This is an optimization exercise on Yosys and OpenROAD, whose aim is small area, a short achievable clock period and few clock cycles, not a production implementation. At most, simulation tests tie the RTL to the original design; equivalence was not proved. Power figures rest on the tool's default switching activity, not on a simulated workload.

==> flow/design.v <==
module convolution_core (
input clk,
input reset,
input [31:0] t1,
input [31:0] t2,
input [31:0] t3,
input [31:0] t4,
input [2:0] k,
output [31:0] ret
);
	reg [31:0] acc_s, acc_c;
	wire [31:0] g0 = acc_s & acc_c;
	wire [31:0] p0 = acc_s ^ acc_c;
	wire [31:0] g1, p1, g2, p2, g3, p3, g4, p4, g5, p5;
	genvar i;
	generate for (i = 0; i < 32; i = i + 1) begin : pfx
		if (i % 2 == 1) begin
			assign g1[i] = g0[i] | p0[i] & g0[i-1];
			assign p1[i] = p0[i] & p0[i-1];
		end else begin
			assign g1[i] = g0[i]; assign p1[i] = p0[i];
		end
		if (i % 4 >= 2) begin
			assign g2[i] = g1[i] | p1[i] & g1[(i/4)*4+1];
			assign p2[i] = p1[i] & p1[(i/4)*4+1];
		end else begin
			assign g2[i] = g1[i]; assign p2[i] = p1[i];
		end
		if (i % 8 >= 4) begin
			assign g3[i] = g2[i] | p2[i] & g2[(i/8)*8+3];
			assign p3[i] = p2[i] & p2[(i/8)*8+3];
		end else begin
			assign g3[i] = g2[i]; assign p3[i] = p2[i];
		end
		if (i % 16 >= 8) begin
			assign g4[i] = g3[i] | p3[i] & g3[(i/16)*16+7];
			assign p4[i] = p3[i] & p3[(i/16)*16+7];
		end else begin
			assign g4[i] = g3[i]; assign p4[i] = p3[i];
		end
		if (i >= 16) begin
			assign g5[i] = g4[i] | p4[i] & g4[15];
		end else begin
			assign g5[i] = g4[i];
		end
	end endgenerate
	assign ret = p0 ^ {g5[30:0], 1'b0};
	wire [31:0] xs = acc_s;
	wire [31:0] xc = acc_c;
	wire [31:0] sa = xs ^ xc ^ t1;
	wire [31:0] ca = {(xs[30:0] & xc[30:0]) | (xs[30:0] & t1[30:0]) | (xc[30:0] & t1[30:0]), k[0]};
	wire [31:0] sb = t2 ^ t3 ^ t4;
	wire [31:0] cb = {(t2[30:0] & t3[30:0]) | (t2[30:0] & t4[30:0]) | (t3[30:0] & t4[30:0]), k[1]};
	wire [31:0] sc = sa ^ ca ^ sb;
	wire [31:0] cc = {(sa[30:0] & ca[30:0]) | (sa[30:0] & sb[30:0]) | (ca[30:0] & sb[30:0]), k[2]};
	wire [31:0] sd = sc ^ cc ^ cb;
	wire [31:0] cd = {(sc[30:0] & cc[30:0]) | (sc[30:0] & cb[30:0]) | (cc[30:0] & cb[30:0]), 1'b0};
	always @(posedge clk) begin
		if (reset) begin
			acc_s <= 32'd0;
			acc_c <= 32'd0;
		end else begin
			acc_s <= sd;
			acc_c <= cd;
		end
	end
endmodule
`timescale 1 ps / 1 ps
module chris_slave (
		input  wire [3:0]  avs_s0_address,
		input  wire        avs_s0_read,
		output wire [31:0] avs_s0_readdata,
		input  wire        avs_s0_write,
		input  wire [31:0] avs_s0_writedata,
		output wire        avs_s0_waitrequest,
		input  wire        clock_clk,
		input  wire        reset_reset,
		output wire        LEDR
	);
	wire [3:0]  a   = avs_s0_address;
	wire [31:0] wd  = avs_s0_writedata;
	wire        rst = reset_reset;
	wire        wr  = avs_s0_write;
	wire        rd  = avs_s0_read;
	reg  [31:0] v0, v1, v2, v3, v4, v5, v6, v7, v8;
	reg  [31:0] rdata;     
	reg  [31:0] n1, n2, o2;
	reg  [2:0]  k;         
	reg  [1:0]  s1;        
	reg         pv;        
	reg         wait_q;    
	reg         wait2;     
	reg         led_q;     
	assign avs_s0_readdata    = rdata;
	assign avs_s0_waitrequest = wait_q;
	assign LEDR               = led_q;
	wire [31:0] wdm = wd & {32{~rst}};
	always @(posedge clock_clk) begin
		if (rst | (wr && a == 4'd0)) v0 <= wdm;
		if (rst | (wr && a == 4'd1)) v1 <= wdm;
		if (rst | (wr && a == 4'd2)) v2 <= wdm;
		if (rst | (wr && a == 4'd3)) v3 <= wdm;
		if (rst | (wr && a == 4'd4)) v4 <= wdm;
		if (rst | (wr && a == 4'd5)) v5 <= wdm;
		if (rst | (wr && a == 4'd6)) v6 <= wdm;
		if (rst | (wr && a == 4'd7)) v7 <= wdm;
		if (rst | (wr && a == 4'd8)) v8 <= wdm;
	end
	reg  [31:0] vmux;
	always @(*) begin
		case (a)
			4'd0: vmux = v0;
			4'd1: vmux = v1;
			4'd2: vmux = v2;
			4'd3: vmux = v3;
			4'd4: vmux = v4;
			4'd5: vmux = v5;
			4'd6: vmux = v6;
			4'd7: vmux = v7;
			default: vmux = v8;
		endcase
	end
	wire [31:0] res;
	wire [31:0] rmux = (a == 4'd9) ? res : (a > 4'd9) ? 32'hffffffff : vmux;
	function [31:0] shl;
		input [31:0] x;
		input [1:0] s;
		case (s)
			2'd0: shl = x;
			2'd1: shl = {x[30:0], 1'b0};
			2'd2: shl = {x[29:0], 2'b0};
			default: shl = {x[28:0], 3'b0};
		endcase
	endfunction
	reg [4:0] w;
	always @(*) begin
		case (a)
			4'd0: w = 5'b00_0_00;    
			4'd1: w = 5'b00_0_01;    
			4'd2: w = 5'b11_0_10;    
			4'd3: w = 5'b00_0_10;    
			4'd4: w = 5'b10_0_10;    
			4'd5: w = 5'b10_1_10;    
			4'd6: w = 5'b11_0_11;    
			4'd7: w = 5'b00_0_11;    
			default: w = 5'b10_0_11;    
		endcase
	end
	wire on  = wr && (a[3] == 1'b0 || a == 4'd8);
	wire two = on && w[4];
	wire neg = w[3];
	wire [31:0] wd2  = w[2] ? {wd[30:0], 1'b0} : wd;
	wire [31:0] old2 = w[2] ? {vmux[30:0], 1'b0} : vmux;
	always @(posedge clock_clk) begin
		rdata <= rmux;
		s1    <= w[1:0];
		n1    <= on ? shl(wd, w[1:0]) : 32'd0;
		n2    <= two ? (neg ? ~wd2 : wd2) : 32'd0;
		o2    <= two ? (neg ? old2 : ~old2) : 32'd0;
		k     <= {two & ~neg, on, two & neg};
		pv    <= on;
	end
	always @(posedge clock_clk) begin
		if (rst) begin
			wait_q <= 1'b0;
			wait2  <= 1'b0;
			led_q  <= 1'b0;
		end else begin
			if (wr && a == 4'd8) begin
				wait_q <= 1'b1;
				wait2  <= 1'b0;
				led_q  <= 1'b1;
			end else if (rd) begin
				if (wait_q) begin
					wait2 <= 1'b1;
					if (wait2) wait_q <= 1'b0;
				end else begin
					led_q <= 1'b0;
				end
			end
		end
	end
	convolution_core acc (
		.clk(clock_clk),
		.reset(rst),
		.t1(n1),
		.t2(n2),
		.t3(pv ? ~shl(rdata, s1) : 32'd0),
		.t4(o2),
		.k(k),
		.ret(res)
	);
endmodule
==> flow/config.mk <==
export PLATFORM = sky130hd
export DESIGN_NAME = chris_slave
export DESIGN_NICKNAME = chris_slave
export VERILOG_FILES = /design/flow/design.v
export SDC_FILE = /design/flow/constraint.sdc
export NUM_CORES = 4
export LEC_CHECK = 0
export CAP_MARGIN = 20
export CORE_MARGIN = 2
export CORE_UTILIZATION = 55
export CTS_BUF_LIST = sky130_fd_sc_hd__clkbuf_8 sky130_fd_sc_hd__clkbuf_16
export CTS_CLUSTER_DIAMETER = 80
export CTS_CLUSTER_SIZE = 24
export SETUP_SLACK_MARGIN = 3.4
export SLEW_MARGIN = 20
==> flow/constraint.sdc <==
create_clock -name core_clock -period 6.0 [get_ports {clock_clk}]
set_input_delay 1.2000 -clock core_clock [delete_from_list [all_inputs] [get_ports {clock_clk}]]
set_output_delay 1.2000 -clock core_clock [all_outputs]
set_load 0.01 [all_outputs]
run.sh (not shown) runs the stock make flow with config.mk's settings and CLKGATE_MAP_FILE= SYNTH_SCRIPT=/design/flow/synth_recipe.tcl, a recipe that flattens the netlist after the stock synthesis.
The baseline passed the timing, DRC and antenna checks.
Edit:
--- a/flow/design.v
+++ b/flow/design.v
@@ -84,11 +84,10 @@
 	wire        rd  = avs_s0_read;
 	reg  [31:0] v0, v1, v2, v3, v4, v5, v6, v7, v8;
 	reg  [31:0] rdata;     
 	reg  [31:0] n1, n2, o2;
 	reg  [2:0]  k;         
-	reg  [1:0]  s1;        
 	reg         pv;        
 	reg         wait_q;    
 	reg         wait2;     
 	reg         led_q;     
 	assign avs_s0_readdata    = rdata;
@@ -150,12 +149,11 @@
 	wire two = on && w[4];
 	wire neg = w[3];
 	wire [31:0] wd2  = w[2] ? {wd[30:0], 1'b0} : wd;
 	wire [31:0] old2 = w[2] ? {vmux[30:0], 1'b0} : vmux;
 	always @(posedge clock_clk) begin
-		rdata <= rmux;
-		s1    <= w[1:0];
+		rdata <= on ? ~shl(vmux, w[1:0]) : rmux;
 		n1    <= on ? shl(wd, w[1:0]) : 32'd0;
 		n2    <= two ? (neg ? ~wd2 : wd2) : 32'd0;
 		o2    <= two ? (neg ? old2 : ~old2) : 32'd0;
 		k     <= {two & ~neg, on, two & neg};
 		pv    <= on;
@@ -183,11 +181,11 @@
 	convolution_core acc (
 		.clk(clock_clk),
 		.reset(rst),
 		.t1(n1),
 		.t2(n2),
-		.t3(pv ? ~shl(rdata, s1) : 32'd0),
+		.t3(rdata & {32{pv}}),
 		.t4(o2),
 		.k(k),
 		.ret(res)
 	);
 endmodule
After rerunning: Global-route usage climbs by 1.5 points. Core utilization went up by 2.6 points. Worst hold slack hardly moves. Critical path depth climbs by 3. Cell area is higher by a few percent. Clock power hardly moves. Non-clock buffer count rose by 92. Clock-buffer cell count is higher by 1.
No run of this note included a check of the RTL's function; only the layout flow was run.

---

chris_slave, a different RTL version from the one above (not shown whole).
For scale: ~2,700 cells after synthesis, roughly 490 flip-flops, about 24,000 µm² of cells after synthesis.
==> module chris_slave, before the edit <==
module chris_slave (
		input  wire [3:0]  avs_s0_address,
		input  wire        avs_s0_read,
		output wire [31:0] avs_s0_readdata,
		input  wire        avs_s0_write,
		input  wire [31:0] avs_s0_writedata,
		output wire        avs_s0_waitrequest,
		input  wire        clock_clk,
		input  wire        reset_reset,
		output wire        LEDR
	);
	wire [3:0]  a   = avs_s0_address;
	wire [31:0] wd  = avs_s0_writedata;
	wire        rst = reset_reset;
	wire        wr  = avs_s0_write;
	wire        rd  = avs_s0_read;
	reg  [31:0] v0, v1, v2, v3, v4, v5, v6, v7, v8;
	reg  [31:0] rdata;     
	reg  [31:0] n1, n2, o2;
	reg  [2:0]  k;         
	reg         pv;        
	reg         wait_q;    
	reg         wait2;     
	reg         led_q;     
	assign avs_s0_readdata    = rdata;
	assign avs_s0_waitrequest = wait_q;
	assign LEDR               = led_q;
	wire [31:0] wdm = wd & {32{~rst}};
	always @(posedge clock_clk) begin
		if (rst | (wr && a == 4'd0)) v0 <= wdm;
		if (rst | (wr && a == 4'd1)) v1 <= wdm;
		if (rst | (wr && a == 4'd2)) v2 <= wdm;
		if (rst | (wr && a == 4'd3)) v3 <= wdm;
		if (rst | (wr && a == 4'd4)) v4 <= wdm;
		if (rst | (wr && a == 4'd5)) v5 <= wdm;
		if (rst | (wr && a == 4'd6)) v6 <= wdm;
		if (rst | (wr && a == 4'd7)) v7 <= wdm;
		if (rst | (wr && a == 4'd8)) v8 <= wdm;
	end
	reg  [31:0] vmux;
	always @(*) begin
		case (a)
			4'd0: vmux = v0;
			4'd1: vmux = v1;
			4'd2: vmux = v2;
			4'd3: vmux = v3;
			4'd4: vmux = v4;
			4'd5: vmux = v5;
			4'd6: vmux = v6;
			4'd7: vmux = v7;
			default: vmux = v8;
		endcase
	end
	wire [31:0] res;
	wire [31:0] rmux = (a == 4'd9) ? res : (a > 4'd9) ? 32'hffffffff : vmux;
	function [31:0] shl;
		input [31:0] x;
		input [1:0] s;
		case (s)
			2'd0: shl = x;
			2'd1: shl = {x[30:0], 1'b0};
			2'd2: shl = {x[29:0], 2'b0};
			default: shl = {x[28:0], 3'b0};
		endcase
	endfunction
	reg [4:0] w;
	always @(*) begin
		case (a)
			4'd0: w = 5'b00_0_00;    
			4'd1: w = 5'b00_0_01;    
			4'd2: w = 5'b11_0_10;    
			4'd3: w = 5'b00_0_10;    
			4'd4: w = 5'b10_0_10;    
			4'd5: w = 5'b10_1_10;    
			4'd6: w = 5'b11_0_11;    
			4'd7: w = 5'b00_0_11;    
			default: w = 5'b10_0_11;    
		endcase
	end
	wire on  = wr && (a[3] == 1'b0 || a == 4'd8);
	wire two = on && w[4];
	wire neg = w[3];
	wire [31:0] wd2  = w[2] ? {wd[30:0], 1'b0} : wd;
	wire [31:0] old2 = w[2] ? {vmux[30:0], 1'b0} : vmux;
	always @(posedge clock_clk) begin
		rdata <= on ? ~shl(vmux, w[1:0]) : rmux;
		n1    <= on ? shl(wd, w[1:0]) : 32'd0;
		n2    <= two ? (neg ? ~wd2 : wd2) : 32'd0;
		o2    <= two ? (neg ? old2 : ~old2) : 32'd0;
		k     <= {two & ~neg, on, two & neg};
		pv    <= on;
	end
	always @(posedge clock_clk) begin
		if (rst) begin
			wait_q <= 1'b0;
			wait2  <= 1'b0;
			led_q  <= 1'b0;
		end else begin
			if (wr && a == 4'd8) begin
				wait_q <= 1'b1;
				wait2  <= 1'b0;
				led_q  <= 1'b1;
			end else if (rd) begin
				if (wait_q) begin
					wait2 <= 1'b1;
					if (wait2) wait_q <= 1'b0;
				end else begin
					led_q <= 1'b0;
				end
			end
		end
	end
	convolution_core acc (
		.clk(clock_clk),
		.reset(rst),
		.t1(n1),
		.t2(n2),
		.t3(rdata & {32{pv}}),
		.t4(o2),
		.k(k),
		.ret(res)
	);
endmodule
clock: 6.0 ns
lec_check: 0
abc_area: 1
cap_margin: 20
core_margin: 2
core_utilization: 55
cts_buf_list: sky130_fd_sc_hd__clkbuf_8 sky130_fd_sc_hd__clkbuf_16
cts_cluster_diameter: 80
cts_cluster_size: 24
setup_slack_margin: 3.6
slew_margin: 20
The first run passed the timing, DRC and antenna checks.
Testbench counts at the start, summed over its fixed seeds: cycles 63,899.
Edit:
--- a/flow/design.v
+++ b/flow/design.v
@@ -81,8 +81,9 @@
 	wire        rd  = avs_s0_read;
 	reg  [31:0] v0, v1, v2, v3, v4, v5, v6, v7, v8;
 	reg  [31:0] rdata;     
-	reg  [31:0] n1, n2, o2;
+	reg  [31:0] n1, n2;
 	reg  [2:0]  k;         
+	reg  [4:0]  wq;        
 	reg         pv;        
 	reg         wait_q;    
 	reg         wait2;     
@@ -146,12 +147,11 @@
 	wire two = on && w[4];
 	wire neg = w[3];
 	wire [31:0] wd2  = w[2] ? {wd[30:0], 1'b0} : wd;
-	wire [31:0] old2 = w[2] ? {vmux[30:0], 1'b0} : vmux;
 	always @(posedge clock_clk) begin
-		rdata <= on ? ~shl(vmux, w[1:0]) : rmux;
+		rdata <= rmux;
+		wq    <= {two, w[3:0]};
 		n1    <= on ? shl(wd, w[1:0]) : 32'd0;
 		n2    <= two ? (neg ? ~wd2 : wd2) : 32'd0;
-		o2    <= two ? (neg ? old2 : ~old2) : 32'd0;
 		k     <= {two & ~neg, on, two & neg};
 		pv    <= on;
 	end
@@ -175,13 +175,14 @@
 			end
 		end
 	end
+	wire [31:0] old2 = wq[2] ? {rdata[30:0], 1'b0} : rdata;
 	convolution_core acc (
 		.clk(clock_clk),
 		.reset(rst),
 		.t1(n1),
 		.t2(n2),
-		.t3(rdata & {32{pv}}),
-		.t4(o2),
+		.t3(pv ? ~shl(rdata, wq[1:0]) : 32'd0),
+		.t4(wq[4] ? (wq[3] ? old2 : ~old2) : 32'd0),
 		.k(k),
 		.ret(res)
 	);
=> Final area shrinks by 2.0%. Worst setup slack got worse by 0.41 ns. Power shrinks by 4.1%. Synthesized area shrinks by 7.1%. Wire length shrinks by 7.2%. Final cell count shrinks by 12%. Critical path depth grows by 6.
The RTL of the second run of this note was laid out without a check of its function.

[what the ideal ports hide]
Ports are ideal in the flow. The routed layouts listed here were re-timed in OpenROAD.
Step 1 sets driving cells, clkbuf_16 on the clock port and buf_2 on the other inputs (assumed; they add their load-dependent delay and slew).
Step 2 moves the port delays by t, midway between the first and last clock arrival at a register: inputs arrive t later, outputs are due t later. That takes back most of the time a late clock gives input paths.
a / b / c = ideal ports / drivers / drivers and shift; a / b = the first two.
run	shift t [ns]	setup slack, ns	hold slack, ns
the first run of note 1	0.661	2.982 / 2.982 / 2.722	0.482 / 0.482 / 0.482
the second run of note 1	0.659	3.208 / 3.187 / 2.528	0.481 / 0.481 / 0.481
the first run of note 2	0.678	3.580 / 3.560 / 2.933	0.485 / 0.485 / 0.485
the second run of note 2	0.655	3.168 / 3.168 / 2.974	0.483 / 0.483 / 0.483
After both steps setup and hold are still met in every run listed. The setup slack of the second run of note 1, which loses most, moves by -0.021 ns with the drivers and by -0.680 ns with both steps.
